Source: an optimization exercise on an open RTL-to-GDS flow (aim: a short achievable clock period and few clock cycles). Production flows keep margins and buffers that such runs may drop.
In this exercise RTL edits were held to simulation tests only and were not proved equivalent to the original.
Power figures rest on the tool's default switching activity, not on a simulated workload.

File: design/flow/config.mk
export PLATFORM = sky130hd
export DESIGN_NAME = cpu
export DESIGN_NICKNAME = cpu
export VERILOG_FILES = /design/flow/design.v
export SDC_FILE = /design/flow/constraint.sdc
export NUM_CORES = 4
export LEC_CHECK = 0
export CAP_MARGIN = 20
export CORE_MARGIN = 2
export CORE_UTILIZATION = 40
export SLEW_MARGIN = 20
File: design/flow/constraint.sdc
create_clock -name core_clock -period 13.0 [get_ports {clk}]
set_input_delay 2.6000 -clock core_clock [delete_from_list [all_inputs] [get_ports {clk}]]
set_output_delay 2.6000 -clock core_clock [all_outputs]
set_load 0.01 [all_outputs]
File: design/flow/design.v
module cpu
(
    input logic         clk,
    input logic         rst,
    output logic [31:0] imem_addr,
    output logic [3:0]  imem_rmask,
    input logic [31:0]  imem_rdata,
    input logic         imem_resp,
    output logic [31:0] dmem_addr,
    output logic [3:0]  dmem_rmask,
    output logic [3:0]  dmem_wmask,
    input logic [31:0]  dmem_rdata,
    output logic [31:0] dmem_wdata,
    input logic         dmem_resp
);
  localparam logic [31:0] RESET_PC = 32'haaaa_a000;
  logic        global_stall;
  logic        redir_e, redir_m, redir;
  logic [31:0] redir_tgt;
  logic [31:0] fpc;
  logic        can_issue, ibusy, ikill;
  logic [31:0] opc, opnpc;
  logic        optk;
  logic [31:0] q_inst [4];
  logic [31:0] q_pc   [4];
  logic [31:0] q_pnpc [4];
  logic        q_ptk  [4];
  logic [1:0]  q_rptr, q_wptr;
  logic [2:0]  q_cnt;
  logic        btb_v   [16];
  logic [7:0]  btb_tag [16];
  logic [29:0] btb_tgt [16];
  logic [1:0]  btb_ctr [16];
  logic [31:0] rf [32];
  logic        e_valid, e_redone;
  logic [31:0] e_pc, e_a, e_b, e_sd, e_pre, e_tgt, e_pc4, e_pnpc;
  logic        e_fa_m, e_fa_w, e_fa_x, e_fb_m, e_fb_w, e_fb_x, e_fs_m, e_fs_w, e_fs_x;
  logic        e_add, e_sub, e_sll, e_srl, e_sra, e_slt, e_sltu, e_xor, e_or, e_and, e_pres;
  logic        e_br, e_jal, e_jalr, e_load, e_store, e_wr;
  logic [2:0]  e_f3;
  logic [4:0]  e_rd;
  logic        e_ptk, e_tok;
  logic        m_valid, m_redone, m_upd;
  logic [31:0] m_res, m_addr, m_pnpc, m_pc, m_tgt, m_wdata;
  logic [3:0]  m_rmask, m_wmask;
  logic        m_load, m_wr, m_jalr, m_ctrl, m_taken, m_isbr;
  logic [2:0]  m_f3;
  logic [4:0]  m_rd;
  logic        w_valid, w_load, w_wr;
  logic [31:0] w_res;
  logic [2:0]  w_f3;
  logic [1:0]  w_off;
  logic [4:0]  w_rd;
  logic        x_valid, x_wr;
  logic [31:0] x_res;
  logic [4:0]  x_rd;
  logic        dbusy;
  assign imem_addr  = fpc;
  assign imem_rmask = can_issue ? 4'hf : 4'h0;
  logic        ifree, iacc, ipush;
  assign ifree = ~ibusy | imem_resp;
  assign iacc  = can_issue & ifree;
  assign ipush = imem_resp & ibusy & ~ikill;
  logic [3:0]  bidx;
  logic        bhit, bptk;
  logic [31:0] fpc4, pnpc;
  assign bidx = fpc[5:2];
  assign bhit = btb_v[bidx] & (btb_tag[bidx] == fpc[13:6]);
  assign bptk = bhit & btb_ctr[bidx][1];
  assign fpc4 = fpc + 32'd4;
  assign pnpc = bptk ? {btb_tgt[bidx], 2'b00} : fpc4;
  logic        d_valid, d_fire, d_stall;
  logic        qpush, qpop;
  logic [2:0]  q_cnt_n;
  logic        ibusy_n;
  assign qpush = ipush & ~redir;
  assign qpop  = d_fire;
  assign q_cnt_n = redir ? 3'd0 : (q_cnt + {2'b0, qpush} - {2'b0, qpop});
  assign ibusy_n = iacc | (ibusy & ~imem_resp);
  always_ff @(posedge clk) begin
    if (rst) begin
      fpc       <= RESET_PC;
      can_issue <= 1'b1;
      ibusy     <= 1'b0;
      ikill     <= 1'b0;
      q_rptr    <= '0;
      q_wptr    <= '0;
      q_cnt     <= '0;
    end else begin
      ibusy     <= ibusy_n;
      can_issue <= ({1'b0, q_cnt_n} + {3'b0, ibusy_n}) <= 4'd3;
      if (redir)                 ikill <= ibusy_n;
      else if (iacc | imem_resp) ikill <= 1'b0;
      if (redir)     fpc <= redir_tgt;
      else if (iacc) fpc <= pnpc;
      q_cnt <= q_cnt_n;
      if (redir) begin
        q_rptr <= q_wptr;
      end else begin
        if (qpush) q_wptr <= q_wptr + 2'd1;
        if (qpop)  q_rptr <= q_rptr + 2'd1;
      end
    end
  end
  always_ff @(posedge clk) begin
    if (iacc) begin
      opc   <= fpc;
      opnpc <= pnpc;
      optk  <= bptk;
    end
    if (q_cnt != 3'd4) begin
      q_inst[q_wptr] <= imem_rdata;
      q_pc[q_wptr]   <= opc;
      q_pnpc[q_wptr] <= opnpc;
      q_ptk[q_wptr]  <= optk;
    end
  end
  logic [31:0] d_inst, d_pc, d_pnpc;
  logic        d_ptk;
  assign d_valid = (q_cnt != 3'd0);
  assign d_inst  = q_inst[q_rptr];
  assign d_pc    = q_pc[q_rptr];
  assign d_pnpc  = q_pnpc[q_rptr];
  assign d_ptk   = q_ptk[q_rptr];
  logic [6:0] op;
  logic [2:0] f3;
  logic [4:0] rs1, rs2, rd;
  assign op  = d_inst[6:0];
  assign f3  = d_inst[14:12];
  assign rd  = d_inst[11:7];
  assign rs1 = d_inst[19:15];
  assign rs2 = d_inst[24:20];
  logic is_lui, is_auipc, is_jal, is_jalr, is_br, is_load, is_store, is_opimm, is_op;
  assign is_lui   = (op == 7'b0110111);
  assign is_auipc = (op == 7'b0010111);
  assign is_jal   = (op == 7'b1101111);
  assign is_jalr  = (op == 7'b1100111);
  assign is_br    = (op == 7'b1100011);
  assign is_load  = (op == 7'b0000011);
  assign is_store = (op == 7'b0100011);
  assign is_opimm = (op == 7'b0010011);
  assign is_op    = (op == 7'b0110011);
  logic use1, use2, d_wr, alu_rr;
  assign use1   = (is_jalr | is_br | is_load | is_store | is_opimm | is_op) & (rs1 != 5'd0);
  assign use2   = (is_br | is_store | is_op) & (rs2 != 5'd0);
  assign d_wr   = (is_lui | is_auipc | is_jal | is_jalr | is_load | is_opimm | is_op) & (rd != 5'd0);
  assign alu_rr = is_op | is_br;
  logic [31:0] imm_i, imm_s, imm_b, imm_u, imm_j;
  assign imm_i = {{20{d_inst[31]}}, d_inst[31:20]};
  assign imm_s = {{20{d_inst[31]}}, d_inst[31:25], d_inst[11:7]};
  assign imm_b = {{19{d_inst[31]}}, d_inst[31], d_inst[7], d_inst[30:25], d_inst[11:8], 1'b0};
  assign imm_u = {d_inst[31:12], 12'h000};
  assign imm_j = {{11{d_inst[31]}}, d_inst[31], d_inst[19:12], d_inst[20], d_inst[30:21], 1'b0};
  logic [31:0] d_imm, d_tgt, d_pc4, d_pre;
  assign d_imm = is_store ? imm_s : imm_i;
  assign d_tgt = d_pc + (is_auipc ? imm_u : is_jal ? imm_j : imm_b);
  assign d_pc4 = d_pc + 32'd4;
  assign d_pre = is_lui ? imm_u : is_auipc ? d_tgt : d_pc4;
  logic [31:0] rv1, rv2;
  assign rv1 = (x_valid & x_wr & (x_rd == rs1)) ? x_res : rf[rs1];
  assign rv2 = (x_valid & x_wr & (x_rd == rs2)) ? x_res : rf[rs2];
  logic s1m, s1w, s1x, s2m, s2w, s2x;
  assign s1m = use1 & e_valid & e_wr & (e_rd == rs1);
  assign s1w = use1 & ~s1m & m_valid & m_wr & (m_rd == rs1);
  assign s1x = use1 & ~s1m & ~s1w & w_valid & w_wr & (w_rd == rs1);
  assign s2m = use2 & e_valid & e_wr & (e_rd == rs2);
  assign s2w = use2 & ~s2m & m_valid & m_wr & (m_rd == rs2);
  assign s2x = use2 & ~s2m & ~s2w & w_valid & w_wr & (w_rd == rs2);
  assign d_stall = (e_valid & e_load & e_wr & ((use1 & (e_rd == rs1)) | (use2 & (e_rd == rs2)))) |
                   (m_valid & m_load & m_wr & ((use1 & (m_rd == rs1)) | (use2 & (m_rd == rs2))));
  assign d_fire = d_valid & ~d_stall & ~global_stall & ~redir;
  always_ff @(posedge clk) begin
    if (rst) begin
      e_valid  <= 1'b0;
      e_redone <= 1'b0;
    end else begin
      if (redir_m)            e_valid <= 1'b0;
      else if (!global_stall) e_valid <= d_fire;
      e_redone <= global_stall & (redir_e | e_redone);
    end
  end
  always_ff @(posedge clk) begin
    if (!global_stall) begin
      e_pc   <= d_pc;
      e_a    <= rv1;
      e_b    <= alu_rr ? rv2 : d_imm;
      e_sd   <= rv2;
      e_pre  <= d_pre;
      e_tgt  <= d_tgt;
      e_pc4  <= d_pc4;
      e_pnpc <= d_pnpc;
      e_fa_m <= s1m; e_fa_w <= s1w; e_fa_x <= s1x;
      e_fb_m <= s2m & alu_rr; e_fb_w <= s2w & alu_rr; e_fb_x <= s2x & alu_rr;
      e_fs_m <= s2m; e_fs_w <= s2w; e_fs_x <= s2x;
      e_add  <= ((is_opimm | is_op) & (f3 == 3'd0) & ~(is_op & d_inst[30])) | is_load | is_store;
      e_sub  <= is_op & (f3 == 3'd0) & d_inst[30];
      e_sll  <= (is_opimm | is_op) & (f3 == 3'd1);
      e_slt  <= (is_opimm | is_op) & (f3 == 3'd2);
      e_sltu <= (is_opimm | is_op) & (f3 == 3'd3);
      e_xor  <= (is_opimm | is_op) & (f3 == 3'd4);
      e_srl  <= (is_opimm | is_op) & (f3 == 3'd5) & ~d_inst[30];
      e_sra  <= (is_opimm | is_op) & (f3 == 3'd5) & d_inst[30];
      e_or   <= (is_opimm | is_op) & (f3 == 3'd6);
      e_and  <= (is_opimm | is_op) & (f3 == 3'd7);
      e_pres <= is_lui | is_auipc | is_jal | is_jalr;
      e_br   <= is_br;
      e_jal  <= is_jal;
      e_jalr <= is_jalr;
      e_load <= is_load;
      e_store <= is_store;
      e_wr   <= d_wr;
      e_f3   <= f3;
      e_rd   <= rd;
      e_ptk  <= d_ptk;
      e_tok  <= d_ptk & (d_pnpc == d_tgt);
    end
  end
  logic [31:0] fa, fb, fs;
  assign fa = ({32{e_fa_m}} & m_res) | ({32{e_fa_w}} & w_res) | ({32{e_fa_x}} & x_res) |
              ({32{~(e_fa_m | e_fa_w | e_fa_x)}} & e_a);
  assign fb = ({32{e_fb_m}} & m_res) | ({32{e_fb_w}} & w_res) | ({32{e_fb_x}} & x_res) |
              ({32{~(e_fb_m | e_fb_w | e_fb_x)}} & e_b);
  assign fs = ({32{e_fs_m}} & m_res) | ({32{e_fs_w}} & w_res) | ({32{e_fs_x}} & x_res) |
              ({32{~(e_fs_m | e_fs_w | e_fs_x)}} & e_sd);
  logic [31:0] sum, dif, shl, shr, res;
  logic        lt, ltu, eq;
  assign sum = fa + fb;
  assign dif = fa - fb;
  assign shl = fa << fb[4:0];
  assign shr = 32'(signed'({e_sra & fa[31], fa}) >>> fb[4:0]);
  assign lt  = signed'(fa) < signed'(fb);
  assign ltu = fa < fb;
  assign eq  = fa == fb;
  assign res = ({32{e_add}} & sum) | ({32{e_sub}} & dif) | ({32{e_sll}} & shl) |
               ({32{e_srl | e_sra}} & shr) | ({32{e_xor}} & (fa ^ fb)) |
               ({32{e_or}} & (fa | fb)) | ({32{e_and}} & (fa & fb)) |
               {31'b0, (e_slt & lt) | (e_sltu & ltu)} | ({32{e_pres}} & e_pre);
  logic taken;
  always_comb begin
    case (e_f3)
      3'b000:  taken = eq;
      3'b001:  taken = ~eq;
      3'b100:  taken = lt;
      3'b101:  taken = ~lt;
      3'b110:  taken = ltu;
      default: taken = ~ltu;
    endcase
  end
  logic e_mis;
  logic [31:0] e_rtgt;
  always_comb begin
    if (e_br) begin
      e_mis  = taken ? ~e_tok : e_ptk;
      e_rtgt = taken ? e_tgt : e_pc4;
    end else if (e_jal) begin
      e_mis  = ~e_tok;
      e_rtgt = e_tgt;
    end else begin
      e_mis  = e_ptk & ~e_jalr;
      e_rtgt = e_pc4;
    end
  end
  assign redir_e = e_valid & ~e_redone & e_mis;
  logic [3:0] rmask_e, wmask_e;
  logic [31:0] wdata_e;
  always_comb begin
    case (e_f3[1:0])
      2'b00:   rmask_e = 4'b0001 << sum[1:0];
      2'b01:   rmask_e = sum[1] ? 4'b1100 : 4'b0011;
      default: rmask_e = 4'b1111;
    endcase
    wmask_e = rmask_e;
    case (e_f3[1:0])
      2'b00:   wdata_e = {4{fs[7:0]}};
      2'b01:   wdata_e = {2{fs[15:0]}};
      default: wdata_e = fs;
    endcase
  end
  logic e_go;
  assign e_go = e_valid & ~redir_m;
  always_ff @(posedge clk) begin
    if (rst) begin
      m_valid  <= 1'b0;
      m_rmask  <= 4'b0;
      m_wmask  <= 4'b0;
      m_redone <= 1'b0;
      m_upd    <= 1'b0;
    end else begin
      if (!global_stall) begin
        m_valid <= e_go;
        m_rmask <= (e_go & e_load) ? rmask_e : 4'b0;
        m_wmask <= (e_go & e_store) ? wmask_e : 4'b0;
      end
      m_upd    <= ~global_stall & e_go & (e_br | e_jal | e_jalr);
      m_redone <= global_stall & (redir_m | m_redone);
    end
  end
  always_ff @(posedge clk) begin
    if (!global_stall) begin
      m_res   <= res;
      m_addr  <= sum;
      m_wdata <= wdata_e;
      m_pnpc  <= e_pnpc;
      m_pc    <= e_pc;
      m_tgt   <= e_jalr ? {sum[31:1], 1'b0} : e_tgt;
      m_taken <= e_jal | e_jalr | (e_br & taken);
      m_isbr  <= e_br;
      m_load  <= e_load;
      m_wr    <= e_wr;
      m_jalr  <= e_jalr;
      m_f3    <= e_f3;
      m_rd    <= e_rd;
    end
  end
  assign dmem_addr  = m_addr;
  assign dmem_rmask = m_rmask;
  assign dmem_wmask = m_wmask;
  assign dmem_wdata = m_wdata;
  logic m_req, dfree, stall_m, stall_w;
  assign m_req   = (m_rmask != 4'b0) | (m_wmask != 4'b0);
  assign dfree   = ~dbusy | dmem_resp;
  assign stall_m = m_req & ~dfree;
  assign stall_w = w_valid & w_load & ~dmem_resp;
  assign global_stall = stall_m | stall_w;
  always_ff @(posedge clk) begin
    if (rst) dbusy <= 1'b0;
    else     dbusy <= (m_req & dfree) | (dbusy & ~dmem_resp);
  end
  assign redir_m = m_valid & ~m_redone & m_jalr & (m_tgt != m_pnpc);
  assign redir     = redir_m | redir_e;
  assign redir_tgt = redir_m ? m_tgt : e_rtgt;
  logic [3:0] uidx;
  logic       uhit;
  assign uidx = m_pc[5:2];
  assign uhit = btb_v[uidx] & (btb_tag[uidx] == m_pc[13:6]);
  always_ff @(posedge clk) begin
    if (rst) begin
      for (int i = 0; i < 16; i++) begin
        btb_v[i]   <= 1'b0;
        btb_ctr[i] <= 2'b0;
      end
    end else if (m_upd) begin
      if (!m_isbr) begin
        btb_v[uidx]   <= 1'b1;
        btb_tag[uidx] <= m_pc[13:6];
        btb_tgt[uidx] <= m_tgt[31:2];
        btb_ctr[uidx] <= 2'b11;
      end else if (uhit) begin
        if (m_taken) begin
          btb_tgt[uidx] <= m_tgt[31:2];
          if (btb_ctr[uidx] != 2'b11) btb_ctr[uidx] <= btb_ctr[uidx] + 2'b01;
        end else begin
          if (btb_ctr[uidx] != 2'b00) btb_ctr[uidx] <= btb_ctr[uidx] - 2'b01;
        end
      end else if (m_taken) begin
        btb_v[uidx]   <= 1'b1;
        btb_tag[uidx] <= m_pc[13:6];
        btb_tgt[uidx] <= m_tgt[31:2];
        btb_ctr[uidx] <= 2'b10;
      end
    end
  end
  always_ff @(posedge clk) begin
    if (rst) begin
      w_valid <= 1'b0;
    end else if (!global_stall) begin
      w_valid <= m_valid;
    end
  end
  always_ff @(posedge clk) begin
    if (!global_stall) begin
      w_res  <= m_res;
      w_load <= m_rmask != 4'b0;
      w_wr   <= m_wr;
      w_f3   <= m_f3;
      w_off  <= m_addr[1:0];
      w_rd   <= m_rd;
    end
  end
  logic [31:0] lshift, ldata;
  assign lshift = dmem_rdata >> {w_off, 3'b000};
  always_comb begin
    case (w_f3)
      3'b000:  ldata = {{24{lshift[7]}}, lshift[7:0]};
      3'b001:  ldata = {{16{lshift[15]}}, lshift[15:0]};
      3'b100:  ldata = {24'b0, lshift[7:0]};
      3'b101:  ldata = {16'b0, lshift[15:0]};
      default: ldata = dmem_rdata;
    endcase
  end
  always_ff @(posedge clk) begin
    if (rst) begin
      x_valid <= 1'b0;
    end else if (!global_stall) begin
      x_valid <= w_valid;
    end
  end
  always_ff @(posedge clk) begin
    if (!global_stall) begin
      x_res <= w_load ? ldata : w_res;
      x_wr  <= w_wr;
      x_rd  <= w_rd;
    end
  end
  always_ff @(posedge clk) begin
    if (rst) begin
      for (int i = 0; i < 32; i++) rf[i] <= 32'b0;
    end else if (x_valid & x_wr) begin
      rf[x_rd] <= x_res;
    end
  end
endmodule
File: design/flow/run.sh
#!/bin/bash
# synth_recipe.tcl (not shown) runs the flow's synth.tcl, then flattens the netlist and writes it again
# the make line also repeats each setting of config.mk as NAME=value (left out here)
make -C /OpenROAD-flow-scripts/flow DESIGN_CONFIG=/design/flow/config.mk WORK_HOME=/design/flow/orfs CLKGATE_MAP_FILE= SYNTH_SCRIPT=/design/flow/synth_recipe.tcl finish
==> flow_metrics.tcl, run 1 <==
set metrics [dict create \
    maxCapViolCount 0 \
    final_max_slew_viol_count 0 \
    tightestPinTransition_ps 1200 \
    drcViolationCount 0 \
    grt_first_pass_wirelength_um 669000 \
    ys_seq_area_frac 0.601 \
    crit_path_start_kind "flip-flop" \
    grt-ovfl-total 0 \
    drt_iter0_drc 13000 \
    ys_warn_count 1 \
    clk_latency_ps 950 \
    clock-root-buffer "clkbuf_16" \
    cts_buffers 304 \
    vias_per_cell 6.23 \
    finClkSkew_ps 92.2 \
    coreArea_um2 337000 \
    synthSimpleGateAreaFrac 0.0991 \
    drt.antenna.violating_nets 0 \
    drt-total-wl_um 484000 \
    power.total_uw 39500 \
    cp_cell_sequence "buf_4, nor3_2, buf_4, a221o_1, ha_1, nor2b_1, o311ai_1, a31o_1, a31o_1, and3_1, a21boi_1, or3_1, nor4b_2, o31a_1, buf_4, nand2_1, ha_1, inv_1, ha_1, fa_1, xnor2_1, o21ai_0, nand2_1" \
    grt_usage 0.276 \
    switchingPower_uw 16700 \
    hold_path_class "flip-flop to flip-flop" \
    switching_share 0.423 \
    min_from "e_pnpc[30]" \
    synth_top_area_frac 0.588 \
    cts.repair.resized 0 \
    reg2reg_to "can_issue" \
    antenna_found_initial 52 \
    h-tree-depth 5 \
    endpoint_kind "flip-flop" \
    synth_cells 9483 \
    seq_area_um2 81400 \
    ys.flop_type "edfxtp_1" \
    cp.required_ps 13800 \
    yosys-top-cells-area "edfxtp_1 59%, mux4_2 13%, and2_1 4.9%, mux2i_1 3.2%, nand2_1 1.7%" \
    async_reset_ff_frac 0 \
    die_h_um 586 \
    fmax_mhz 132 \
    rrSetupSlack_ps 5420 \
    r2r-start "e_fa_m" \
    path_max_fanout 33 \
    vias 88700 \
    synth_common_cells "2655 x edfxtp_1, 1057 x and2_1, 753 x mux4_2" \
    p_seq_frac 0.336 \
    intPower_uw 22800 \
    rsz0062_at_grt "false" \
    holdPathStages 0 \
    place.gp.congestion 0.971 \
    rr_worst_depth 23 \
    die_area_um2 344000 \
    synth_edf_count 2655 \
    num_rows 213 \
    fin_crit_sh 0.583 \
    synth_top_family_by_area "multiplexers" \
    yosys.cell_types.count 95 \
    finalSetupTns_ps 0 \
    grt_pass1_vias 85900 \
    clock_power_share 0.219 \
    drive_gt1_frac 0.174 \
    yosys.area_share.adder 0.0132 \
    synth-xor-area-share 0.0168 \
    ys_seq_elements 2739 \
    port-buffer-count 175 \
    cp_slowest_cell "nor4b_2" \
    syn_to_final_growth_pct 12.3 \
    slowest_delay_ps 780 \
    netlist_area_um2 136000 \
    pwr-share-comb 0.445 \
    path_class "flip-flop to flip-flop" \
    peakVddDrop_uv 190 \
    multiInputGateArea_um2 50700 \
    clk_pin_slew_ps 60 \
    synth_nets 9692 \
    wl_per_cell_um 34.0 \
    post-route-min-period_ps 7580 \
    cts_hold_buf 0 \
    final_nets 9655 \
    cts_setup_buffers 0 \
    setup_viol 0 \
    fill_cells 29700 \
    dr.pass1.iters 9 \
    start_util 0.402 \
    relSlewSlack 0.190 \
    postSynthAreaPerCell_um2 14.3 \
    hpwl_um 311000 \
    worstPathArrival_ps 8380 \
    grt_max_degree 183 \
    synth_compound_area_frac 0.0763 \
    cts_tree "done" \
    die_w_um 586 \
    io_pins 176 \
    synth.most_common_cell "edfxtp_1" \
    status "no timing/DRC/antenna violations" \
    hold_violations 0 \
    clockBufferDepth 4 \
    cts_sinks 2739 \
    power_density_nw_per_um2 260 \
    hold_end "m_pnpc[30]" \
    synth_top_cell_by_area "edfxtp_1" \
    muxShareOfSynthArea 0.165 \
    p_leak_uw 0.0529 \
]
==> layout make-up <==
cell class | count | area share
timing repair buffer | 448 | 0.0257
clock inverter | 170 | 0.0116
antenna | 15 | 0.000247
clock buffer | 383 | 0.0531
sequential | 2739 | 0.535
inverter | 181 | 0.00449
tap | 4515 | 0.0371
multi-input combinational | 5772 | 0.333
==> layer usage <==
layer	wire length, um	global-route usage	vias up
li1	-	-	36700
met5	126	0	-
met4	25100	0.128	20
met2	217000	0.419	5226
met1	193000	0.385	45800
met3	48100	0.0498	923
==> layout by cell type (no fill, tap or decap), types with 77 or more instances in the layout <==
| master | netlist | final |
|---|---|---|
| clkdlybuf4s50_1 | 0 | 174 |
| inv_1 | 176 | 173 |
| nand2_1 | 610 | 609 |
| a21oi_1 | 388 | 387 |
| nor3_1 | 105 | 99 |
| a222oi_1 | 86 | 86 |
| mux2i_1 | 433 | 431 |
| and2_1 | 1057 | 1054 |
| buf_4 | 11 | 261 |
| xnor2_1 | 178 | 174 |
| dfxtp_1 | 84 | 77 |
| o21ai_0 | 255 | 255 |
| clkbuf_16 | 0 | 308 |
| xor2_1 | 79 | 78 |
| nor2_1 | 453 | 397 |
| nand3_1 | 89 | 89 |
| edfxtp_1 | 2655 | 2655 |
| mux4_2 | 753 | 751 |
| o22ai_1 | 110 | 109 |
| ha_1 | 137 | 137 |
| o221ai_1 | 150 | 150 |
==> kinds of logic after synthesis <==
kind of cell | after synthesis
compound gates | 1518
xor+xnor | 258
fa+ha+maj | 141
buf+inv | 972
flops | 2739
mux | 1257
simple gates | 2598
==> power groups by stage <==
stage	clock network [uW]	registers, uW	logic, uW
final	8660	13300	17600
after global routing	9090	13400	18300
after CTS	8760	13300	17200
after detailed placement	0	13400	17100
after global placement	0	13300	17200
after floorplan	0	12600	10500
==> worst max-delay path by stage <==
stage                     depth (start not counted)         to  startpoint  slack [ps]
after floorplan                                  11  can_issue   dmem_resp         220
after global placement                           22  can_issue      e_fa_m        5660
after detailed placement                         22  can_issue      e_fa_m        5670
after CTS                                        22  can_issue      e_fa_m        5660
after global routing                             24  can_issue      e_fa_m        5080
final                                            23  can_issue      e_fa_m        5420
==> stage by stage <==
stage / instance area [um^2] / utilization / hold slack (ps) / worst slack, ps / std cells
2_1_floorplan: 136000 / - / 400 / 224 / 9483
3_3_place_gp: 142000 / 0.422 / 401 / 5660 / 13600
3_5_place_dp: 142000 / 0.422 / 405 / 5670 / 13700
4_1_cts: 152000 / 0.452 / 407 / 5660 / 14200
5_1_grt: 152000 / 0.452 / 420 / 5080 / 14200
6_report: 152000 / 0.452 / 408 / 5420 / 14200
==> worst max-delay path, delay by kind of cell (launching register included) <==
family	cells	cell delay, ps
flops	1	370
fa+ha+maj	4	1270
compound gates	7	2250
simple gates	7	2410
xor+xnor	1	160
buf+inv	4	970
==> flip-flops by register name (all words and copies together), names as in the netlist, 128 cells and up, named ones only <==
| register | cells |
|---|---|
| q_pnpc | 128 |
| btb_tgt | 480 |
| q_pc | 128 |
| q_inst | 128 |
| btb_tag | 128 |
| rf | 1024 |
Testbench counts, summed over its fixed seeds: cycles 64,227.
==> inputs of run 2 (changes only) <==
--- a/design/flow/design.v
+++ b/design/flow/design.v
@@ -15,7 +15,7 @@
 );
   localparam logic [31:0] RESET_PC = 32'haaaa_a000;
   logic        global_stall;
-  logic        redir_e, redir_m, redir;
+  logic        redir;
   logic [31:0] redir_tgt;
   logic [31:0] fpc;
   logic        can_issue, ibusy, ikill;
@@ -32,18 +32,19 @@
   logic [29:0] btb_tgt [16];
   logic [1:0]  btb_ctr [16];
   logic [31:0] rf [32];
-  logic        e_valid, e_redone;
+  logic        e_valid;
   logic [31:0] e_pc, e_a, e_b, e_sd, e_pre, e_tgt, e_pc4, e_pnpc;
   logic        e_fa_m, e_fa_w, e_fa_x, e_fb_m, e_fb_w, e_fb_x, e_fs_m, e_fs_w, e_fs_x;
   logic        e_add, e_sub, e_sll, e_srl, e_sra, e_slt, e_sltu, e_xor, e_or, e_and, e_pres;
   logic        e_br, e_jal, e_jalr, e_load, e_store, e_wr;
   logic [2:0]  e_f3;
   logic [4:0]  e_rd;
-  logic        e_ptk, e_tok;
+  logic        e_ptk;
   logic        m_valid, m_redone, m_upd;
   logic [31:0] m_res, m_addr, m_pnpc, m_pc, m_tgt, m_wdata;
   logic [3:0]  m_rmask, m_wmask;
-  logic        m_load, m_wr, m_jalr, m_ctrl, m_taken, m_isbr;
+  logic        m_load, m_wr, m_jalr, m_taken, m_isbr, m_mis;
+  logic [31:0] m_rtgt;
   logic [2:0]  m_f3;
   logic [4:0]  m_rd;
   logic        w_valid, w_load, w_wr;
@@ -88,7 +89,7 @@
       q_cnt     <= '0;
     end else begin
       ibusy     <= ibusy_n;
-      can_issue <= ({1'b0, q_cnt_n} + {3'b0, ibusy_n}) <= 4'd3;
+      can_issue <= redir | (({1'b0, q_cnt} + {3'b0, ipush} + {3'b0, ibusy_n}) <= 4'd3);
       if (redir)                 ikill <= ibusy_n;
       else if (iacc | imem_resp) ikill <= 1'b0;
       if (redir)     fpc <= redir_tgt;
@@ -172,11 +173,9 @@
   always_ff @(posedge clk) begin
     if (rst) begin
       e_valid  <= 1'b0;
-      e_redone <= 1'b0;
     end else begin
-      if (redir_m)            e_valid <= 1'b0;
+      if (redir)              e_valid <= 1'b0;
       else if (!global_stall) e_valid <= d_fire;
-      e_redone <= global_stall & (redir_e | e_redone);
     end
   end
   always_ff @(posedge clk) begin
@@ -212,7 +211,6 @@
       e_f3   <= f3;
       e_rd   <= rd;
       e_ptk  <= d_ptk;
-      e_tok  <= d_ptk & (d_pnpc == d_tgt);
     end
   end
   logic [31:0] fa, fb, fs;
@@ -246,8 +244,9 @@
       default: taken = ~ltu;
     endcase
   end
-  logic e_mis;
+  logic e_mis, e_tok;
   logic [31:0] e_rtgt;
+  assign e_tok = e_ptk & (e_pnpc == e_tgt);
   always_comb begin
     if (e_br) begin
       e_mis  = taken ? ~e_tok : e_ptk;
@@ -255,12 +254,14 @@
     end else if (e_jal) begin
       e_mis  = ~e_tok;
       e_rtgt = e_tgt;
+    end else if (e_jalr) begin
+      e_mis  = 1'b0;
+      e_rtgt = {sum[31:1], 1'b0};
     end else begin
-      e_mis  = e_ptk & ~e_jalr;
+      e_mis  = e_ptk;
       e_rtgt = e_pc4;
     end
   end
-  assign redir_e = e_valid & ~e_redone & e_mis;
   logic [3:0] rmask_e, wmask_e;
   logic [31:0] wdata_e;
   always_comb begin
@@ -277,7 +278,7 @@
     endcase
   end
   logic e_go;
-  assign e_go = e_valid & ~redir_m;
+  assign e_go = e_valid & ~redir;
   always_ff @(posedge clk) begin
     if (rst) begin
       m_valid  <= 1'b0;
@@ -292,7 +293,7 @@
         m_wmask <= (e_go & e_store) ? wmask_e : 4'b0;
       end
       m_upd    <= ~global_stall & e_go & (e_br | e_jal | e_jalr);
-      m_redone <= global_stall & (redir_m | m_redone);
+      m_redone <= global_stall & (redir | m_redone);
     end
   end
   always_ff @(posedge clk) begin
@@ -305,6 +306,8 @@
       m_tgt   <= e_jalr ? {sum[31:1], 1'b0} : e_tgt;
       m_taken <= e_jal | e_jalr | (e_br & taken);
       m_isbr  <= e_br;
+      m_mis   <= e_mis;
+      m_rtgt  <= e_rtgt;
       m_load  <= e_load;
       m_wr    <= e_wr;
       m_jalr  <= e_jalr;
@@ -326,9 +329,8 @@
     if (rst) dbusy <= 1'b0;
     else     dbusy <= (m_req & dfree) | (dbusy & ~dmem_resp);
   end
-  assign redir_m = m_valid & ~m_redone & m_jalr & (m_tgt != m_pnpc);
-  assign redir     = redir_m | redir_e;
-  assign redir_tgt = redir_m ? m_tgt : e_rtgt;
+  assign redir     = m_valid & ~m_redone & (m_mis | (m_jalr & (m_rtgt[31:1] != m_pnpc[31:1])));
+  assign redir_tgt = m_rtgt;
   logic [3:0] uidx;
   logic       uhit;
   assign uidx = m_pc[5:2];
==> design/flow/flow/run.sh (new file) <==
#!/bin/bash
# The standard layout (standard synthesis, floorplan, placement, CTS, routing), with the
# timing repair steps asked to leave extra setup slack so that the layout runs faster than the
# clock period requires. The SDC (clock period, I/O delays, loads) is the design's, unchanged.
set -euo pipefail
export SETUP_SLACK_MARGIN=${REPAIR_MARGIN:-8.5}
export TNS_END_PERCENT=100
bash standard.sh > standard_flow.log 2>&1
==> design/flow/standard.sh (new file) <==
#!/bin/bash
# synth_recipe.tcl (not shown) runs the flow's synth.tcl, then flattens the netlist and writes it again
# the make line also repeats each setting of config.mk as NAME=value (left out here)
make -C /OpenROAD-flow-scripts/flow DESIGN_CONFIG=/design/flow/config.mk WORK_HOME=/design/flow/orfs CLKGATE_MAP_FILE= SYNTH_SCRIPT=/design/flow/synth_recipe.tcl "${@:-finish}"
--- a/design/flow/config.mk
+++ b/design/flow/config.mk
@@ -5,6 +5,7 @@
 export SDC_FILE = /design/flow/constraint.sdc
 export NUM_CORES = 4
 export LEC_CHECK = 0
+export ABC_CLOCK_PERIOD_IN_PS = 3000
 export CAP_MARGIN = 20
 export CORE_MARGIN = 2
 export CORE_UTILIZATION = 40
removed: design/flow/run.sh
==> flow_metrics.tcl, run 2 <==
set metrics [dict create \
    setup_viol 0 \
    finClkSkew_ps 90.9 \
    fmax_mhz 214 \
    grt_usage 0.276 \
    vias 88700 \
    ys_seq_area_frac 0.606 \
    final_nets 9408 \
    synth_edf_count 2684 \
    synth_top_area_frac 0.593 \
    drt.antenna.violating_nets 0 \
    grt_max_degree 174 \
    synth_cells 8929 \
    coreArea_um2 337000 \
    synth.most_common_cell "edfxtp_1" \
    die_w_um 587 \
    wl_per_cell_um 35.1 \
    clk_latency_ps 950 \
    dr.pass1.iters 12 \
    relSlewSlack 0.158 \
    cp.required_ps 13610 \
    yosys-top-cells-area "edfxtp_1 59%, mux4_2 16%, and2_1 4.9%, mux2i_1 1.8%, nand2_1 1.6%" \
    place.gp.congestion 0.973 \
    largest_reg_flops 1024 \
    drt_iter0_drc 14600 \
    async_reset_ff_frac 0 \
    p_leak_uw 0.0550 \
    reg_top3 "rf (1024), btb_tgt (480)" \
    largest-register "rf" \
    tightestPinTransition_ps 1230 \
    power.total_uw 41900 \
    status "no timing/DRC/antenna violations" \
    final_max_slew_viol_count 0 \
    path_class "flip-flop to flip-flop" \
    finalSetupTns_ps 0 \
    ys_warn_count 1 \
    drt-total-wl_um 490000 \
    vias_per_cell 6.34 \
    fin_crit_sh 0.360 \
    fill_cells 28800 \
    drcViolationCount 0 \
    path_max_fanout 10 \
    seq_area_um2 82400 \
    post-route-min-period_ps 4680 \
    h-tree-depth 5 \
    cts_buffers 304 \
    synth_top_cell_by_area "edfxtp_1" \
    start_util 0.403 \
    multiInputGateArea_um2 52800 \
    peakVddDrop_uv 171 \
    cts_hold_buf 0 \
    drive_gt1_frac 0.262 \
    min_from "m_f3[1]" \
    postSynthAreaPerCell_um2 15.2 \
    crit_path_start_kind "flip-flop" \
    worstPathArrival_ps 5290 \
    grt-ovfl-total 0 \
    netlist_area_um2 136000 \
    ys_seq_elements 2767 \
    clock-root-buffer "clkbuf_16" \
    clk_pin_slew_ps 60 \
    grt_pass1_vias 85300 \
    layout_commonest_cell "edfxtp_1" \
    rsz0062_at_grt "true" \
    antenna_found_initial 62 \
    die_h_um 587 \
    syn_to_final_growth_pct 16.8 \
    hold_path_class "flip-flop to flip-flop" \
    endpoint_kind "flip-flop" \
    die_area_um2 344000 \
    hold_violations 0 \
    synth_nets 9141 \
    cts_sinks 2767 \
    ys.flop_type "edfxtp_1" \
    clockBufferDepth 4 \
    num_rows 213 \
    startpoint "e_fa_x" \
    r2r-start "e_fa_x" \
    maxCapViolCount 0 \
    io_pins 176 \
    yosys.cell_types.count 99 \
    layout_common_cells "2684 x edfxtp_1, 1053 x and2_1, 971 x mux4_2" \
    hpwl_um 308000 \
    port-buffer-count 175 \
    grt_first_pass_wirelength_um 675000 \
    synth_common_cells "2684 x edfxtp_1, 1055 x and2_1, 976 x mux4_2" \
    cts_tree "done" \
    power_density_nw_per_um2 264 \
    utilization 0.470 \
]
==> run 2: cell type report <==
class,count,area share
multi-input combinational,5271,0.333
inverter,155,0.00392
tap,4515,0.0356
sequential,2767,0.519
timing repair inverter,2,0.0000631
clock buffer,379,0.0512
antenna,27,0.000426
clock inverter,166,0.0120
timing repair buffer,695,0.0447
==> run 2: kinds of logic after synthesis <==
| kind of cell | Yosys count | synth area share |
|---|---|---|
| simple gates | 2415 | 0.0931 |
| mux | 1299 | 0.186 |
| compound gates | 1155 | 0.0585 |
| flops | 2767 | 0.606 |
| xor+xnor | 251 | 0.0162 |
| fa+ha+maj | 144 | 0.0134 |
| buf+inv | 898 | 0.0266 |
==> run 2: repair_timing <==
action	4_1_cts	5_1_grt
pin swaps	105	73
endpoints found under the setup margin	1961	418
setup buffers	174	68
hold endpoints to repair	0	0
gates cloned	29	7
resized for setup	585	173
==> run 2: metal layers <==
layer / global-route usage / wire length, um / up-vias
met3: 0.0796 / 61000 / 984
met4: 0.109 / 22600 / 46
met2: 0.402 / 212000 / 5920
met1: 0.390 / 194000 / 46300
li1: - / - / 35500
met5: 0 / 277 / -
==> run 2: stage by stage <==
stage          hold WS (ps)  instances  area [um^2]  worst slack [ps]
4_1_cts                 420      13900       157000              8380
2_1_floorplan           400       8929       136000               923
3_3_place_gp            405      13100       143000              5600
5_1_grt                 433      14000       159000              8180
6_report                419      14000       159000              8320
3_5_place_dp            406      13100       143000              5530
==> run 2: report_power, final <==
part | internal, uW | switching [uW] | total (uW)
Sequential | 11900 | 1510 | 13400
Combinational | 7850 | 11800 | 19700
Clock | 5120 | 3720 | 8830
==> run 2: final timing paths <==
| path | endpoint | slack, ps | cells after the start |
|---|---|---|---|
| hold / removal | w_f3[1] | 420 | 0 |
| setup / recovery | m_rtgt[30] | 8320 | 18 |
| setup reg to reg | m_rtgt[30] | 8320 | 18 |
| hold reg to reg | w_f3[1] | 420 | 0 |
==> run 2: worst max-delay path, stage by stage (launching register included) <==
cell      delay (ps)
edfxtp_1         420
buf_6            150
buf_12           140
nor3_4           250
buf_6            150
buf_4            110
buf_4            110
a221o_1          550
ha_4             360
nor4_2           590
nand4_1          250
nor3_1           190
o31ai_1          120
o21ai_2          110
nor3_4            80
buf_6            150
buf_16           140
and3_1           180
o32a_4           350
Testbench counts of run 2, summed over its fixed seeds: cycles 65,921.
==> inputs of run 3 (changes only) <==
--- a/design/flow/design.v
+++ b/design/flow/design.v
@@ -27,24 +27,31 @@
   logic        q_ptk  [4];
   logic [1:0]  q_rptr, q_wptr;
   logic [2:0]  q_cnt;
-  logic        btb_v   [16];
-  logic [7:0]  btb_tag [16];
-  logic [29:0] btb_tgt [16];
-  logic [1:0]  btb_ctr [16];
+  logic        dv, d_redone;
+  logic [31:0] d_inst, d_pc, d_pnpc;
+  logic        d_ptk;
+  logic        ras_v;
+  logic [31:0] ras;
+  localparam int NB = 16;
+  localparam int BI = 4;
+  logic        btb_v   [NB];
+  logic [7:0]  btb_tag [NB];
+  logic [29:0] btb_tgt [NB];
+  logic [1:0]  btb_ctr [NB];
   logic [31:0] rf [32];
   logic        e_valid;
   logic [31:0] e_pc, e_a, e_b, e_sd, e_pre, e_tgt, e_pc4, e_pnpc;
   logic        e_fa_m, e_fa_w, e_fa_x, e_fb_m, e_fb_w, e_fb_x, e_fs_m, e_fs_w, e_fs_x;
   logic        e_add, e_sub, e_sll, e_srl, e_sra, e_slt, e_sltu, e_xor, e_or, e_and, e_pres;
-  logic        e_br, e_jal, e_jalr, e_load, e_store, e_wr;
+  logic        e_br, e_jal, e_jalr, e_ret, e_load, e_store, e_wr;
   logic [2:0]  e_f3;
   logic [4:0]  e_rd;
   logic        e_ptk;
   logic        m_valid, m_redone, m_upd;
   logic [31:0] m_res, m_addr, m_pnpc, m_pc, m_tgt, m_wdata;
   logic [3:0]  m_rmask, m_wmask;
-  logic        m_load, m_wr, m_jalr, m_taken, m_isbr, m_mis;
-  logic [31:0] m_rtgt;
+  logic        m_load, m_wr, m_jalr, m_taken, m_isbr, m_mis, m_ret;
+  logic [31:0] m_pc4;
   logic [2:0]  m_f3;
   logic [4:0]  m_rd;
   logic        w_valid, w_load, w_wr;
@@ -62,22 +69,33 @@
   assign ifree = ~ibusy | imem_resp;
   assign iacc  = can_issue & ifree;
   assign ipush = imem_resp & ibusy & ~ikill;
-  logic [3:0]  bidx;
+  logic [BI-1:0] bidx;
   logic        bhit, bptk;
   logic [31:0] fpc4, pnpc;
-  assign bidx = fpc[5:2];
-  assign bhit = btb_v[bidx] & (btb_tag[bidx] == fpc[13:6]);
+  assign bidx = fpc[BI+1:2];
+  assign bhit = btb_v[bidx] & (btb_tag[bidx] == fpc[BI+9:BI+2]);
   assign bptk = bhit & btb_ctr[bidx][1];
   assign fpc4 = fpc + 32'd4;
   assign pnpc = bptk ? {btb_tgt[bidx], 2'b00} : fpc4;
-  logic        d_valid, d_fire, d_stall;
-  logic        qpush, qpop;
-  logic [2:0]  q_cnt_n;
+  logic [6:0] op;
+  logic [2:0] f3;
+  logic [4:0] rs1, rs2, rd;
+  assign op  = d_inst[6:0];
+  assign f3  = d_inst[14:12];
+  assign rd  = d_inst[11:7];
+  assign rs1 = d_inst[19:15];
+  assign rs2 = d_inst[24:20];
+  logic        d_fire, d_stall, dpred, dredir, flush;
+  logic [31:0] dtgt, d_tgt, d_pc4;
+  logic        qpush, qpop, d_take, d_from_q, d_from_in;
   logic        ibusy_n;
-  assign qpush = ipush & ~redir;
-  assign qpop  = d_fire;
-  assign q_cnt_n = redir ? 3'd0 : (q_cnt + {2'b0, qpush} - {2'b0, qpop});
   assign ibusy_n = iacc | (ibusy & ~imem_resp);
+  assign flush   = redir | dredir;
+  assign d_take  = ~dv | d_fire;
+  assign d_from_q  = d_take & (q_cnt != 3'd0);
+  assign d_from_in = d_take & (q_cnt == 3'd0) & ipush;
+  assign qpop  = d_from_q;
+  assign qpush = ipush & ~d_from_in;
   always_ff @(posedge clk) begin
     if (rst) begin
       fpc       <= RESET_PC;
@@ -87,20 +105,34 @@
       q_rptr    <= '0;
       q_wptr    <= '0;
       q_cnt     <= '0;
+      dv        <= 1'b0;
+      d_redone  <= 1'b0;
+      ras_v     <= 1'b0;
     end else begin
       ibusy     <= ibusy_n;
-      can_issue <= redir | (({1'b0, q_cnt} + {3'b0, ipush} + {3'b0, ibusy_n}) <= 4'd3);
-      if (redir)                 ikill <= ibusy_n;
+      can_issue <= flush | (({1'b0, q_cnt} + {3'b0, dv} + {3'b0, ipush} + {3'b0, ibusy_n}) <= 4'd4);
+      if (flush)                 ikill <= ibusy_n;
       else if (iacc | imem_resp) ikill <= 1'b0;
-      if (redir)     fpc <= redir_tgt;
-      else if (iacc) fpc <= pnpc;
-      q_cnt <= q_cnt_n;
-      if (redir) begin
+      if (redir)       fpc <= redir_tgt;
+      else if (dredir) fpc <= dtgt;
+      else if (iacc)   fpc <= pnpc;
+      if (flush) begin
+        q_cnt  <= '0;
         q_rptr <= q_wptr;
       end else begin
+        q_cnt <= q_cnt + {2'b0, qpush} - {2'b0, qpop};
         if (qpush) q_wptr <= q_wptr + 2'd1;
         if (qpop)  q_rptr <= q_rptr + 2'd1;
       end
+      if (redir)                  dv <= 1'b0;
+      else if (dredir)            dv <= ~d_fire;
+      else if (d_take)            dv <= d_from_q | d_from_in;
+      if (redir | d_take)         d_redone <= 1'b0;
+      else if (dredir)            d_redone <= 1'b1;
+      if (d_fire && (op == 7'b1101111 || op == 7'b1100111) && rd != 5'd0) begin
+        ras_v <= 1'b1;
+        ras   <= d_pc4;
+      end
     end
   end
   always_ff @(posedge clk) begin
@@ -115,22 +147,18 @@
       q_pnpc[q_wptr] <= opnpc;
       q_ptk[q_wptr]  <= optk;
     end
+    if (d_from_q) begin
+      d_inst <= q_inst[q_rptr];
+      d_pc   <= q_pc[q_rptr];
+      d_pnpc <= q_pnpc[q_rptr];
+      d_ptk  <= q_ptk[q_rptr];
+    end else if (d_from_in) begin
+      d_inst <= imem_rdata;
+      d_pc   <= opc;
+      d_pnpc <= opnpc;
+      d_ptk  <= optk;
+    end
   end
-  logic [31:0] d_inst, d_pc, d_pnpc;
-  logic        d_ptk;
-  assign d_valid = (q_cnt != 3'd0);
-  assign d_inst  = q_inst[q_rptr];
-  assign d_pc    = q_pc[q_rptr];
-  assign d_pnpc  = q_pnpc[q_rptr];
-  assign d_ptk   = q_ptk[q_rptr];
-  logic [6:0] op;
-  logic [2:0] f3;
-  logic [4:0] rs1, rs2, rd;
-  assign op  = d_inst[6:0];
-  assign f3  = d_inst[14:12];
-  assign rd  = d_inst[11:7];
-  assign rs1 = d_inst[19:15];
-  assign rs2 = d_inst[24:20];
   logic is_lui, is_auipc, is_jal, is_jalr, is_br, is_load, is_store, is_opimm, is_op;
   assign is_lui   = (op == 7'b0110111);
   assign is_auipc = (op == 7'b0010111);
@@ -152,7 +180,9 @@
   assign imm_b = {{19{d_inst[31]}}, d_inst[31], d_inst[7], d_inst[30:25], d_inst[11:8], 1'b0};
   assign imm_u = {d_inst[31:12], 12'h000};
   assign imm_j = {{11{d_inst[31]}}, d_inst[31], d_inst[19:12], d_inst[20], d_inst[30:21], 1'b0};
-  logic [31:0] d_imm, d_tgt, d_pc4, d_pre;
+  logic [31:0] d_imm, d_pre;
+  logic        is_ret;
+  assign is_ret = is_jalr & (rd == 5'd0) & (d_inst[31:20] == 12'd0);
   assign d_imm = is_store ? imm_s : imm_i;
   assign d_tgt = d_pc + (is_auipc ? imm_u : is_jal ? imm_j : imm_b);
   assign d_pc4 = d_pc + 32'd4;
@@ -169,7 +199,10 @@
   assign s2x = use2 & ~s2m & ~s2w & w_valid & w_wr & (w_rd == rs2);
   assign d_stall = (e_valid & e_load & e_wr & ((use1 & (e_rd == rs1)) | (use2 & (e_rd == rs2)))) |
                    (m_valid & m_load & m_wr & ((use1 & (m_rd == rs1)) | (use2 & (m_rd == rs2))));
-  assign d_fire = d_valid & ~d_stall & ~global_stall & ~redir;
+  assign d_fire = dv & ~d_stall & ~global_stall & ~redir;
+  assign dpred  = dv & ~d_ptk & (is_jal | (is_br & d_inst[31]) | (is_ret & ras_v));
+  assign dredir = dpred & ~d_redone & ~redir;
+  assign dtgt   = is_ret ? ras : d_tgt;
   always_ff @(posedge clk) begin
     if (rst) begin
       e_valid  <= 1'b0;
@@ -187,7 +220,7 @@
       e_pre  <= d_pre;
       e_tgt  <= d_tgt;
       e_pc4  <= d_pc4;
-      e_pnpc <= d_pnpc;
+      e_pnpc <= dpred ? dtgt : d_pnpc;
       e_fa_m <= s1m; e_fa_w <= s1w; e_fa_x <= s1x;
       e_fb_m <= s2m & alu_rr; e_fb_w <= s2w & alu_rr; e_fb_x <= s2x & alu_rr;
       e_fs_m <= s2m; e_fs_w <= s2w; e_fs_x <= s2x;
@@ -205,12 +238,13 @@
       e_br   <= is_br;
       e_jal  <= is_jal;
       e_jalr <= is_jalr;
+      e_ret  <= is_ret;
       e_load <= is_load;
       e_store <= is_store;
       e_wr   <= d_wr;
       e_f3   <= f3;
       e_rd   <= rd;
-      e_ptk  <= d_ptk;
+      e_ptk  <= d_ptk | dpred;
     end
   end
   logic [31:0] fa, fb, fs;
@@ -245,22 +279,12 @@
     endcase
   end
   logic e_mis, e_tok;
-  logic [31:0] e_rtgt;
   assign e_tok = e_ptk & (e_pnpc == e_tgt);
   always_comb begin
-    if (e_br) begin
-      e_mis  = taken ? ~e_tok : e_ptk;
-      e_rtgt = taken ? e_tgt : e_pc4;
-    end else if (e_jal) begin
-      e_mis  = ~e_tok;
-      e_rtgt = e_tgt;
-    end else if (e_jalr) begin
-      e_mis  = 1'b0;
-      e_rtgt = {sum[31:1], 1'b0};
-    end else begin
-      e_mis  = e_ptk;
-      e_rtgt = e_pc4;
-    end
+    if (e_br)        e_mis = taken ? ~e_tok : e_ptk;
+    else if (e_jal)  e_mis = ~e_tok;
+    else if (e_jalr) e_mis = 1'b0;
+    else             e_mis = e_ptk;
   end
   logic [3:0] rmask_e, wmask_e;
   logic [31:0] wdata_e;
@@ -307,7 +331,8 @@
       m_taken <= e_jal | e_jalr | (e_br & taken);
       m_isbr  <= e_br;
       m_mis   <= e_mis;
-      m_rtgt  <= e_rtgt;
+      m_pc4   <= e_pc4;
+      m_ret   <= e_ret;
       m_load  <= e_load;
       m_wr    <= e_wr;
       m_jalr  <= e_jalr;
@@ -329,22 +354,24 @@
     if (rst) dbusy <= 1'b0;
     else     dbusy <= (m_req & dfree) | (dbusy & ~dmem_resp);
   end
-  assign redir     = m_valid & ~m_redone & (m_mis | (m_jalr & (m_rtgt[31:1] != m_pnpc[31:1])));
-  assign redir_tgt = m_rtgt;
-  logic [3:0] uidx;
-  logic       uhit;
-  assign uidx = m_pc[5:2];
-  assign uhit = btb_v[uidx] & (btb_tag[uidx] == m_pc[13:6]);
+  assign redir     = m_valid & ~m_redone & (m_mis | (m_jalr & (m_tgt[31:1] != m_pnpc[31:1])));
+  assign redir_tgt = m_taken ? m_tgt : m_pc4;
+  logic [BI-1:0] uidx;
+  logic [7:0]    utag;
+  logic          uhit;
+  assign uidx = m_pc[BI+1:2];
+  assign utag = m_pc[BI+9:BI+2];
+  assign uhit = btb_v[uidx] & (btb_tag[uidx] == utag);
   always_ff @(posedge clk) begin
     if (rst) begin
-      for (int i = 0; i < 16; i++) begin
+      for (int i = 0; i < NB; i++) begin
         btb_v[i]   <= 1'b0;
         btb_ctr[i] <= 2'b0;
       end
-    end else if (m_upd) begin
+    end else if (m_upd & ~m_ret) begin
       if (!m_isbr) begin
         btb_v[uidx]   <= 1'b1;
-        btb_tag[uidx] <= m_pc[13:6];
+        btb_tag[uidx] <= utag;
         btb_tgt[uidx] <= m_tgt[31:2];
         btb_ctr[uidx] <= 2'b11;
       end else if (uhit) begin
@@ -356,7 +383,7 @@
         end
       end else if (m_taken) begin
         btb_v[uidx]   <= 1'b1;
-        btb_tag[uidx] <= m_pc[13:6];
+        btb_tag[uidx] <= utag;
         btb_tgt[uidx] <= m_tgt[31:2];
         btb_ctr[uidx] <= 2'b10;
       end
==> flow_metrics.tcl, run 3 <==
set metrics [dict create \
    synth.most_common_cell "edfxtp_1" \
    drt-total-wl_um 493000 \
    yosys-top-cells-area "edfxtp_1 60%, mux4_2 15%, and2_1 4.6%, mux2i_1 1.7%, clkbuf_1 1.6%" \
    setup_viol 0 \
    clock_power_share 0.223 \
    vias_per_cell 6.14 \
    cts_sinks 2913 \
    maxCapViolCount 0 \
    tightestPinTransition_ps 1130 \
    cp_slowest_cell "or4_4" \
    layout_commonest_cell "edfxtp_1" \
    ys_seq_area_frac 0.610 \
    start_util 0.402 \
    rr_worst_depth 15 \
    io_pins 176 \
    clk_pin_slew_ps 60 \
    intPower_uw 25000 \
    p_seq_frac 0.357 \
    slowest_delay_ps 540 \
    fin_ws_ps 8420 \
    grt-ovfl-total 0 \
    dr.pass1.iters 14 \
    path_class "flip-flop to flip-flop" \
    endpoint_kind "flip-flop" \
    ys_seq_elements 2913 \
    min_from "e_pc4[13]" \
    utilization 0.465 \
    port-buffer-count 175 \
    postSynthAreaPerCell_um2 15.2 \
    h-tree-depth 5 \
    synth_common_cells "2817 x edfxtp_1, 1042 x and2_1, 967 x mux4_2" \
    drt_iter0_drc 13600 \
    synth_edf_count 2817 \
    synth_top_cell_by_area "edfxtp_1" \
    die_area_um2 359000 \
    fin_crit_sh 0.352 \
    clockBufferDepth 4 \
    path_max_fanout 6 \
    finClkSkew_ps 101 \
    cp_cell_sequence "buf_6, buf_4, a222oi_1, nand2_4, ha_4, or4_4, nor3_4, nand3_2, buf_4, buf_6, or4_4, o211ai_1, a211oi_2, a221o_1, a221o_1" \
    power.total_uw 41400 \
    cts_hold_buf 0 \
    reg2reg_to "m_res[28]" \
    relSlewSlack 0.237 \
    clock-root-buffer "clkbuf_16" \
    hold_violations 0 \
    cts_buffers 323 \
    grt_max_degree 92 \
    fmax_mhz 218 \
    r2r-start "e_fa_w" \
    hold_end "m_pc4[13]" \
    layout_common_cells "2817 x edfxtp_1, 1039 x and2_1, 967 x mux4_2" \
    pwr-share-comb 0.421 \
    peakVddDrop_uv 172 \
    final_nets 9732 \
    rrSetupSlack_ps 8420 \
    post-route-min-period_ps 4580 \
    syn_to_final_growth_pct 15.6 \
    die_w_um 599 \
    yosys.cell_types.count 102 \
    largest_reg_flops 1024 \
    p_leak_uw 0.0569 \
    ys.flop_type "edfxtp_1" \
    async_reset_ff_frac 0 \
    crit_path_start_kind "flip-flop" \
    drive_gt1_frac 0.256 \
    synth_nets 9531 \
    reg_top3 "rf (1024), btb_tgt (480)" \
    synth_cells 9320 \
    drcViolationCount 0 \
    worstPathArrival_ps 5220 \
    hpwl_um 319000 \
    antenna_found_initial 53 \
    die_h_um 599 \
    num_rows 218 \
    power_density_nw_per_um2 253 \
    switchingPower_uw 16500 \
    drt.antenna.violating_nets 0 \
    wl_per_cell_um 33.9 \
    status "no timing/DRC/antenna violations" \
    grt_first_pass_wirelength_um 684000 \
    synth_top_area_frac 0.597 \
    grt_usage 0.269 \
    cp.required_ps 13650 \
    grt_pass1_vias 87900 \
    netlist_area_um2 142000 \
    finalSetupTns_ps 0 \
    vias 89300 \
    post-place-ws_ps 6330 \
    final_max_slew_viol_count 0 \
    cts_tree "done" \
    switching_share 0.398 \
    clk_latency_ps 950 \
    holdPathStages 0 \
    coreArea_um2 353000 \
    holdWs_ps 388 \
    place.gp.congestion 0.984 \
    ys_warn_count 1 \
    hold_path_class "flip-flop to flip-flop" \
    largest-register "rf" \
    rsz0062_at_grt "true" \
]
run 3: changes by cell type in the layout (fill, tap and decap cells not counted), moves of 46 or more:
| cell | change |
|---|---|
| inv_1 | +46 |
| mux2_2 | +126 |
| a21oi_1 | +102 |
| nand2_1 | -116 |
| edfxtp_1 | +133 |
| nor2_1 | +112 |
run 3: final cells by class:
class                   instances  area, um^2
fillers                     30400      189000
flip-flops and latches       2913       86600
multi-input cells            5447       53700
clock buffers                 415        8660
repair buffers                636        6330
well taps                    4730        5920
clock inverters               178        1900
inverters                     200         801
diodes                         11        27.5
run 3: per-stage QoR:
step           area (um^2)  std cells
6_report            164000      14500
5_1_grt             164000      14500
4_1_cts             162000      14400
3_5_place_dp        150000      13700
3_3_place_gp        149000      13700
2_1_floorplan       142000       9320
run 3: how the worst max path moves through the flow:
stage | depth (start not counted) | start | endpoint
finish | 15 | e_fa_w | m_res[28]
global placement | 10 | dmem_resp | d_pc[2]
floorplan | 15 | dmem_resp | q_cnt[2]
detailed placement | 10 | dmem_resp | d_pc[2]
CTS | 16 | e_fb_x | m_tgt[30]
global route | 15 | e_fa_w | m_res[30]
run 3: cell families (layout without fill, tap and decap cells):
logic type	Yosys count	count (layout)	share of synthesized area
AOI/OAI and AO/OA	1219	1219	0.0575
xor gates and xnor gates	260	260	0.0161
adders and majority gates	143	143	0.0128
buffers and inverters	961	1429	0.0267
DFF	2913	2913	0.610
muxes	1412	1412	0.187
other	0	11	0
and+or+nand+nor	2412	2413	0.0893
run 3: layer usage:
layer	vias up	global-route usage	wire [um]
met5	-	0	71
met4	10	0.126	28000
met3	994	0.0401	41400
met2	4786	0.443	237000
met1	46700	0.351	187000
li1	36700	-	-
run 3: worst max-delay path: cells and delay by family, from the launching register on:
kind | cells | cell delay (ps)
AOI/OAI and AO/OA | 5 | 1570
adders and majority gates | 1 | 260
buffers and inverters | 4 | 590
DFF | 1 | 370
and+or+nand+nor | 5 | 1560
run 3: power by group through the flow:
stage	clock, uW	sequential, uW	combinational, uW
finish	9220	14800	17400
global route	9700	14900	18200
CTS	9330	14900	16500
detailed placement	0	15300	15400
global placement	0	15200	15400
floorplan	0	13600	10200
run 3: what timing repair did:
action | CTS | global route
resized for setup | 367 | 172
endpoints found under the setup margin | 1318 | 254
pin swaps | 29 | 63
cloned | 14 | 8
setup buffers | 89 | 70
Testbench counts of run 3, summed over its fixed seeds: cycles 63,886.
==> inputs of run 4 (changes only) <==
--- a/design/flow/design.v
+++ b/design/flow/design.v
@@ -39,9 +39,11 @@
   logic [29:0] btb_tgt [NB];
   logic [1:0]  btb_ctr [NB];
   logic [31:0] rf [32];
+  logic [31:0] rf_v;       
   logic        e_valid;
   logic [31:0] e_pc, e_a, e_b, e_sd, e_pre, e_tgt, e_pc4, e_pnpc;
   logic        e_fa_m, e_fa_w, e_fa_x, e_fb_m, e_fb_w, e_fb_x, e_fs_m, e_fs_w, e_fs_x;
+  logic        e_fa_r, e_fb_r, e_fs_r;
   logic        e_add, e_sub, e_sll, e_srl, e_sra, e_slt, e_sltu, e_xor, e_or, e_and, e_pres;
   logic        e_br, e_jal, e_jalr, e_ret, e_load, e_store, e_wr;
   logic [2:0]  e_f3;
@@ -184,12 +186,12 @@
   logic        is_ret;
   assign is_ret = is_jalr & (rd == 5'd0) & (d_inst[31:20] == 12'd0);
   assign d_imm = is_store ? imm_s : imm_i;
-  assign d_tgt = d_pc + (is_auipc ? imm_u : is_jal ? imm_j : imm_b);
+  assign d_tgt = d_pc + (d_inst[3] ? imm_j : imm_b);
   assign d_pc4 = d_pc + 32'd4;
-  assign d_pre = is_lui ? imm_u : is_auipc ? d_tgt : d_pc4;
+  assign d_pre = is_lui ? imm_u : is_auipc ? {d_pc[31:12] + d_inst[31:12], d_pc[11:0]} : d_pc4;
   logic [31:0] rv1, rv2;
-  assign rv1 = (x_valid & x_wr & (x_rd == rs1)) ? x_res : rf[rs1];
-  assign rv2 = (x_valid & x_wr & (x_rd == rs2)) ? x_res : rf[rs2];
+  assign rv1 = (x_valid & x_wr & (x_rd == rs1)) ? x_res : (rf[rs1] & {32{rf_v[rs1]}});
+  assign rv2 = (x_valid & x_wr & (x_rd == rs2)) ? x_res : (rf[rs2] & {32{rf_v[rs2]}});
   logic s1m, s1w, s1x, s2m, s2w, s2x;
   assign s1m = use1 & e_valid & e_wr & (e_rd == rs1);
   assign s1w = use1 & ~s1m & m_valid & m_wr & (m_rd == rs1);
@@ -200,7 +202,13 @@
   assign d_stall = (e_valid & e_load & e_wr & ((use1 & (e_rd == rs1)) | (use2 & (e_rd == rs2)))) |
                    (m_valid & m_load & m_wr & ((use1 & (m_rd == rs1)) | (use2 & (m_rd == rs2))));
   assign d_fire = dv & ~d_stall & ~global_stall & ~redir;
-  assign dpred  = dv & ~d_ptk & (is_jal | (is_br & d_inst[31]) | (is_ret & ras_v));
+  logic br_guess;
+  always_comb begin
+    if (d_inst[31])       br_guess = 1'b1;
+    else if (rs1 == rs2)  br_guess = (f3 == 3'b000) | (f3 == 3'b101) | (f3 == 3'b111);
+    else                  br_guess = 1'b0;
+  end
+  assign dpred  = dv & ~d_ptk & (is_jal | (is_br & br_guess) | (is_ret & ras_v));
   assign dredir = dpred & ~d_redone & ~redir;
   assign dtgt   = is_ret ? ras : d_tgt;
   always_ff @(posedge clk) begin
@@ -224,6 +232,9 @@
       e_fa_m <= s1m; e_fa_w <= s1w; e_fa_x <= s1x;
       e_fb_m <= s2m & alu_rr; e_fb_w <= s2w & alu_rr; e_fb_x <= s2x & alu_rr;
       e_fs_m <= s2m; e_fs_w <= s2w; e_fs_x <= s2x;
+      e_fa_r <= ~(s1m | s1w | s1x);
+      e_fb_r <= ~((s2m | s2w | s2x) & alu_rr);
+      e_fs_r <= ~(s2m | s2w | s2x);
       e_add  <= ((is_opimm | is_op) & (f3 == 3'd0) & ~(is_op & d_inst[30])) | is_load | is_store;
       e_sub  <= is_op & (f3 == 3'd0) & d_inst[30];
       e_sll  <= (is_opimm | is_op) & (f3 == 3'd1);
@@ -249,11 +260,11 @@
   end
   logic [31:0] fa, fb, fs;
   assign fa = ({32{e_fa_m}} & m_res) | ({32{e_fa_w}} & w_res) | ({32{e_fa_x}} & x_res) |
-              ({32{~(e_fa_m | e_fa_w | e_fa_x)}} & e_a);
+              ({32{e_fa_r}} & e_a);
   assign fb = ({32{e_fb_m}} & m_res) | ({32{e_fb_w}} & w_res) | ({32{e_fb_x}} & x_res) |
-              ({32{~(e_fb_m | e_fb_w | e_fb_x)}} & e_b);
+              ({32{e_fb_r}} & e_b);
   assign fs = ({32{e_fs_m}} & m_res) | ({32{e_fs_w}} & w_res) | ({32{e_fs_x}} & x_res) |
-              ({32{~(e_fs_m | e_fs_w | e_fs_x)}} & e_sd);
+              ({32{e_fs_r}} & e_sd);
   logic [31:0] sum, dif, shl, shr, res;
   logic        lt, ltu, eq;
   assign sum = fa + fb;
@@ -433,9 +444,12 @@
   end
   always_ff @(posedge clk) begin
     if (rst) begin
-      for (int i = 0; i < 32; i++) rf[i] <= 32'b0;
+      rf_v <= 32'b0;
     end else if (x_valid & x_wr) begin
-      rf[x_rd] <= x_res;
+      rf_v[x_rd] <= 1'b1;
     end
   end
+  always_ff @(posedge clk) begin
+    if (x_valid & x_wr) rf[x_rd] <= x_res;
+  end
 endmodule
==> design/flow/flow/run.sh (replaced) <==
#!/bin/bash
# The standard layout (standard synthesis, floorplan, placement, CTS, routing), with
#  - the timing repair steps asked to leave extra setup slack, so that the layout runs faster
#    than the clock period requires;
#  - port buffers of a plain buffer cell (buf_4) rather than the delay cell buffer_ports picks.
# The SDC (clock period, I/O delays, loads) is the design's, unchanged.
set -euo pipefail
export SETUP_SLACK_MARGIN=${REPAIR_MARGIN:-9.0}
export TNS_END_PERCENT=100
export BUFFER_PORTS_ARGS="-buffer_cell sky130_fd_sc_hd__buf_4"
bash standard.sh > standard_flow.log 2>&1
==> flow_metrics.tcl, run 4 <==
set metrics [dict create \
    path_class "input pin to flip-flop" \
    finalSetupTns_ps 0 \
    post-place-ws_ps 5650 \
    worstPathArrival_ps 5080 \
    yosys-top-cells-area "edfxtp_1 62%, mux4_2 16%, mux2i_1 2.2%, dfxtp_1 1.9%, mux2_2 1.5%" \
    wl_per_cell_um 34.3 \
    post-route-min-period_ps 4290 \
    h-tree-depth 5 \
    grt_usage 0.262 \
    hold_path_class "flip-flop to flip-flop" \
    grt_max_degree 84 \
    coreArea_um2 340000 \
    status "no timing/DRC/antenna violations" \
    clock-root-buffer "clkbuf_16" \
    final_design_area_no_fill_um2 161000 \
    start_util 0.402 \
    antenna_found_initial 41 \
    clk_pin_slew_ps 60 \
    grt_first_pass_wirelength_um 643000 \
    cp.required_ps 13790 \
    synth_top_area_frac 0.620 \
    hold_end "m_pc4[4]" \
    holdPathStages 0 \
    cp_num_buf_inv 5 \
    ys_seq_area_frac 0.638 \
    dr.pass1.iters 9 \
    seq_area_um2 87400 \
    finClkSkew_ps 91.7 \
    final_max_slew_viol_count 0 \
    drt.antenna.violating_nets 0 \
    drcViolationCount 0 \
    vias_per_cell 6.23 \
    fmax_mhz 233 \
    fill_cells 28600 \
    rrSetupSlack_ps 8880 \
    ys_seq_elements 2948 \
    cp_slowest_cell "fa_2" \
    layout_commonest_cell "edfxtp_1" \
    tightestPinTransition_ps 1260 \
    largest-register "rf" \
    power_density_nw_per_um2 248 \
    crit_family "compound AO/OA/AOI/OAI gates" \
    die_w_um 588 \
    synth_nets 8509 \
    grt_pass1_vias 82800 \
    yosys.cell_types.count 89 \
    place.gp.congestion 0.966 \
    drive_gt1_frac 0.312 \
    relSlewSlack 0.151 \
    slowest_delay_ps 350 \
    num_rows 214 \
    synth_common_cells "2820 x edfxtp_1, 984 x mux4_2, 517 x nand2_1" \
    synth_cells 8274 \
    final_nets 9036 \
    crit_path_start_kind "input pin" \
    min_from "e_pc4[4]" \
    syn_to_final_growth_pct 17.9 \
    synth_top_cell_by_area "edfxtp_1" \
    drt-total-wl_um 467000 \
    reg2reg_to "m_res[17]" \
    hpwl_um 289000 \
    rr_worst_depth 16 \
    cp_cell_sequence "buf_12, a21oi_4, buf_12, clkinv_16, nand2_4, a211o_4, o21a_4, o41ai_4, ha_4, inv_2, ha_4, inv_2, fa_2, xor2_2, xnor2_1, nor2_1" \
    clockBufferDepth 4 \
    rsz0062_at_grt "true" \
    maxCapViolCount 0 \
    die_area_um2 346000 \
    ys_warn_count 1 \
    holdWs_ps 402 \
    endpoint_kind "flip-flop" \
    r2r-start "e_fa_x" \
]
run 4: per-stage QoR:
stage,std cells,power [uW],utilization
after global routing,13600,41300,0.474
final,13600,40000,0.474
after floorplan,8274,23100,-
after global placement,12700,28900,0.423
after detailed placement,12700,29000,0.423
after CTS,13500,39300,0.468
run 4: worst max-delay path by stage:
| stage | start | to | slack (ps) | cells after the start |
|---|---|---|---|---|
| floorplan | dmem_resp | q_cnt[2] | 6930 | 16 |
| global placement | dmem_resp | w_res[31] | 5780 | 7 |
| detailed placement | dmem_resp | w_res[5] | 5650 | 7 |
| CTS | dmem_resp | q_cnt[2] | 8690 | 16 |
| global route | dmem_resp | q_cnt[2] | 8630 | 16 |
| finish | dmem_resp | q_cnt[2] | 8710 | 16 |
run 4: per-layer routing:
metal	global-route usage	vias up	part of all wire
met5	0	-	0.00032
met4	0.134	22	0.060
met3	0.0509	999	0.089
met2	0.420	4653	0.47
met1	0.339	44500	0.38
li1	-	34600	-
run 4: layout make-up:
| class | instances | share of cell area |
|---|---|---|
| timing repair buffer | 730 | 0.0474 |
| multi-input combinational | 4617 | 0.306 |
| clock buffer | 392 | 0.0523 |
| antenna | 12 | 0.000186 |
| tap | 4536 | 0.0352 |
| inverter | 182 | 0.00492 |
| sequential | 2948 | 0.543 |
| timing repair inverter | 4 | 0.000404 |
| clock inverter | 180 | 0.0112 |
run 4: logic make-up (layout without fill, tap and decap cells):
logic type / after synthesis / count (layout) / synth area share
buffers and inverters: 709 / 1488 / 0.0203
AO/OA/AOI/OAI: 1299 / 1299 / 0.0617
flip-flops: 2948 / 2948 / 0.638
other: 0 / 12 / 0
adder cells (fa/ha/maj): 167 / 167 / 0.0156
multiplexers: 1479 / 1479 / 0.201
XOR/XNOR: 269 / 269 / 0.0172
AND/OR/NAND/NOR: 1403 / 1403 / 0.0453
run 4: where the power goes:
group | total, uW | switching (uW) | internal (uW)
registers | 14700 | 1820 | 12800
clock network | 8970 | 3830 | 5130
logic | 16400 | 9490 | 6870
run 4: timing repair:
| item | CTS | global route |
|---|---|---|
| pin swaps | 63 | 121 |
| gates resized for setup | 592 | 242 |
| setup endpoints to repair | 1337 | 588 |
| hold buffers | 0 | 0 |
| cloned | 24 | 11 |
| setup buffers | 187 | 119 |
Testbench counts of run 4, summed over its fixed seeds: cycles 63,724.

Check on run 4: ideal ports give 8.713 ns setup slack; a clkbuf_16 on the clock port and buf_2 on the inputs give 8.681 ns; moving port delays by the midpoint clock arrival (1.000 ns) as well gives 7.740 ns.
